Source: an optimization exercise on an open RTL-to-GDS flow (aim: small area and few clock cycles per item). Production flows keep margins and buffers that such runs may drop.
In this exercise RTL edits were held to simulation tests only and were not proved equivalent to the original.
Power is estimated from default activity; no workload was simulated.

Setup of run A:
Design Task1B, start of the top module:
module Task1B(
  input clk,
  input reset,
  input t0,
  input t1,
  input t2,
  input t3,
  input t4,
  input t5,
  input t6,
  input t7,
  input tsent,
  output reg trecieve,
  output reg tx,
  output reg [7:0] crc );
For scale: about 2500 cells after synthesis, about 21 I/O pins, about 46000 um2 of cells after synthesis.
==> flow/config.mk <==
export PLATFORM = sky130hd
export DESIGN_NAME = Task1B
export DESIGN_NICKNAME = Task1B
export VERILOG_FILES = /design/flow/design.v
export SDC_FILE = /design/flow/constraint.sdc
export NUM_CORES = 4
export LEC_CHECK = 0
export CAP_MARGIN = 0
export CORE_MARGIN = 2
export CORE_UTILIZATION = 70
export CTS_BUF_LIST = sky130_fd_sc_hd__clkbuf_8
export CTS_CLUSTER_DIAMETER = 50
export CTS_CLUSTER_SIZE = 18
export PLACE_DENSITY = 0.9
export SLEW_MARGIN = 0
==> flow/constraint.sdc <==
create_clock -name core_clock -period 8.0 [get_ports {clk}]
set_input_delay 1.6000 -clock core_clock [delete_from_list [all_inputs] [get_ports {clk}]]
set_output_delay 1.6000 -clock core_clock [all_outputs]
set_load 0.01 [all_outputs]
run.sh (not shown) runs the stock make flow with config.mk's settings and CLKGATE_MAP_FILE= SYNTH_SCRIPT=/design/flow/synth_recipe.tcl, a recipe that flattens the netlist after the stock synthesis.
Run A: flow completed, timing, DRC and antenna clean
Testbench counts of run A, summed over its fixed seeds: cycles 460,976, bytes 4,800.
What run B does differently from run A at the input level:
- a change of SLEW_MARGIN from 0 to 20
- a change of CTS_CLUSTER_SIZE from 18 to 16
- a change of CTS_CLUSTER_DIAMETER from 50 to 40
- a change of PLACE_DENSITY from 0.9 to 0.8
- an added ABC_AREA of 1
- a change of CAP_MARGIN from 0 to 20
==> comparison <==
Diff run A -> run B: internal power now larger, average footprint of a synthesized cell lower, share of cell area taken by muxes after synthesis now sits lower, combinational share of power picked up an extra 0.2 points, design area higher. Taking run A as the reference point, the clock buffer count in the final layout of run B rises by 35. Count of H-tree levels built during CTS came out exactly the same in run A and run B. Diff run A -> run B: net switching share of the total power neither gained nor lost much, pin count of the biggest net entering global routing lost 6, fmax lost about 5%, total length of routed wires lost 5.1%.
The following lists how run C was set up differently from run B:
- ABC_AREA removed (was 1)
- CTS_CLUSTER_SIZE changed from 16 to 18
- CTS_CLUSTER_DIAMETER changed from 40 to 50
- CAP_MARGIN changed from 20 to 0
- SLEW_MARGIN changed from 20 to 0
Notes after the runs:
The post-DP HPWL number comes out lower for run C vs run B.
On run C: number of CTS-inserted buffers is about 15% lower than what run B gave.
Run C against run B: sequential share of layout area went up 2.2 points; final area went down 2.6%.
[inputs] run D vs run C
- CTS_CLUSTER_DIAMETER changed from 50 to 45
- PLACE_DENSITY changed from 0.8 to 0.9
- CTS_CLUSTER_SIZE changed from 18 to 20
### Flow results
Run comparison: run D launch point of the critical path crc[4]; run C launch point of the critical path tsent. From run D to run C, die area did not move at all. Run D vs run C, part of the total power dissipated in the clock network went up by 2.8 points. From run C to run D the numbers moved as follows: first-pass GRT wire length rose by 12%; count of buffer and inverter cells on the critical path went down.
diff inputs: run D => run E
- a change of CTS_CLUSTER_SIZE from 20 to 30
- a change of SLEW_MARGIN from 0 to 20
- a change of CTS_BUF_LIST from sky130_fd_sc_hd__clkbuf_8 to sky130_fd_sc_hd__clkbuf_16
- a change of CTS_CLUSTER_DIAMETER from 45 to 40
- an added ABC_AREA of 1
- a change of CAP_MARGIN from 0 to 20
- a change of PLACE_DENSITY from 0.9 to 0.8
Findings:
Comparing run D and run E, the lower routed wire length was measured on run D. Between run E and run D, it is run E whose clock network power share is higher, by 8.7 points. The count of multi-input combinational gates number comes out lower for run D vs run E.


Starting RTL as in the previous note.
==> flow/design.v (excerpt) <==
module Task1B(
  input clk,
  input reset,
  input t0,
  input t1,
  input t2,
  input t3,
  input t4,
  input t5,
  input t6,
  input t7,
  input tsent,
  output reg trecieve,
  output reg tx,
  output reg [7:0] crc );
Settings: LEC_CHECK=0, CAP_MARGIN=20, CORE_MARGIN=2, CORE_UTILIZATION=70, CTS_BUF_LIST=sky130_fd_sc_hd__clkbuf_8, CTS_CLUSTER_DIAMETER=50, CTS_CLUSTER_SIZE=18, PLACE_DENSITY=0.8, SLEW_MARGIN=20; clock period 8.0 ns.
standard.sh (not shown) runs the stock make flow with config.mk's settings and CLKGATE_MAP_FILE= SYNTH_SCRIPT=/design/flow/synth_recipe.tcl, a recipe that flattens the netlist after the stock synthesis.
==> flow/flow/run.sh <==
#!/bin/bash
# Standard layout; the port buffers are the smallest buffer cell instead of
# clkdlybuf4s50_1. Each tool's output goes to standard.log.
export BUFFER_PORTS_ARGS="-buffer_cell sky130_fd_sc_hd__buf_1"
bash standard.sh > standard.log 2>&1
The first run completed with no timing, DRC or antenna violations.
Testbench counts at the start, summed over its fixed seeds: cycles 460,976, bytes 4,800.
Edit:
==> flow/run.sh (new file) <==
#!/bin/bash
# synth_recipe.tcl (not shown) runs the flow's synth.tcl, then flattens the netlist and writes it again
# the make line also repeats each setting of config.mk as NAME=value (left out here)
make -C /OpenROAD-flow-scripts/flow DESIGN_CONFIG=/design/flow/config.mk WORK_HOME=/design/flow/orfs CLKGATE_MAP_FILE= SYNTH_SCRIPT=/design/flow/synth_recipe.tcl finish
Settings changed: CORE_UTILIZATION 70 to 60, CTS_CLUSTER_SIZE 18 to 20, PLACE_DENSITY 0.8 to 0.7.
removed: flow/flow/run.sh
removed: flow/standard.sh
The changed run went through all stages and came out clean.
Global-route usage decreases by 5.3 points.
Fmax decreases by 13%.
Final area increases by 0.65%.
Wire length decreases by 12%.
Die area increases by 16%.
Count of clock-buffer cells in the layout decreases by 2.
Clock power hardly moves.
Sequential power is about the same.
Core utilization decreases by 11 points.
Synthesized area stays the same.
Edit:
Settings changed: CORE_UTILIZATION 60 to 70, CTS_CLUSTER_SIZE 20 to 18, PLACE_DENSITY 0.7 to 0.8.
Synthesized cell count does not change; sequential share of layout area grows by 0.54 points; global-route usage went up by 5.7 points; final cell count went down by 3.7%; cell area decreases by 0.62%; combinational power hardly moves; total power is lower by 0.37%; die area is lower by 14%; clock skew goes down by 3.2 ps; utilization grows by 11 points; setup slack is better by 110 ps.

-- what the ideal ports hide --
How much do the figures lean on ideal ports? The routed layouts below were timed once more, with nothing changed but the port constraints.
Step 1 (the two cells are an assumption about what drives the block):
set clk [get_ports {clk}]
set_driving_cell -lib_cell sky130_fd_sc_hd__clkbuf_16 $clk
set_driving_cell -lib_cell sky130_fd_sc_hd__buf_2 [delete_from_list [all_inputs] $clk]
Step 2 times the ports against the registers' clock, not the clock port: input delays grow and output delays shrink by t, the midpoint of the rising clock arrivals with the driver on.
Three values: no drivers, after step 1, after step 2; two values: the first two.
run | t, ns | slack for setup (ns) | worst setup path after step 2 | slew at the worst register clock pin (ns)
run A | 0.855 | 4.444 / 4.444 / 3.892 | input to register | 0.12 / 0.12
run B | 0.863 | 4.265 / 4.265 / 3.774 | input to register | 0.11 / 0.11
run C | 0.839 | 4.129 / 4.162 / 3.323 | input to register | 0.11 / 0.11
run D | 0.851 | 4.556 / 4.495 / 3.851 | input to register | 0.12 / 0.12
run E | 0.787 | 4.310 / 4.310 / 3.683 | input to register | 0.11 / 0.11
the first run of note 2 | 0.856 | 4.912 / 4.905 / 4.118 | input to register | 0.12 / 0.12
the second run of note 2 | 0.845 | 4.452 / 4.393 / 3.838 | input to register | 0.11 / 0.11
the third run of note 2 | 0.840 | 4.565 / 4.501 / 3.876 | input to register | 0.12 / 0.12
After both steps setup and hold are still met in every run listed. The setup slack of run C, which loses most, moves by +0.033 ns with the drivers and by -0.806 ns with both steps.
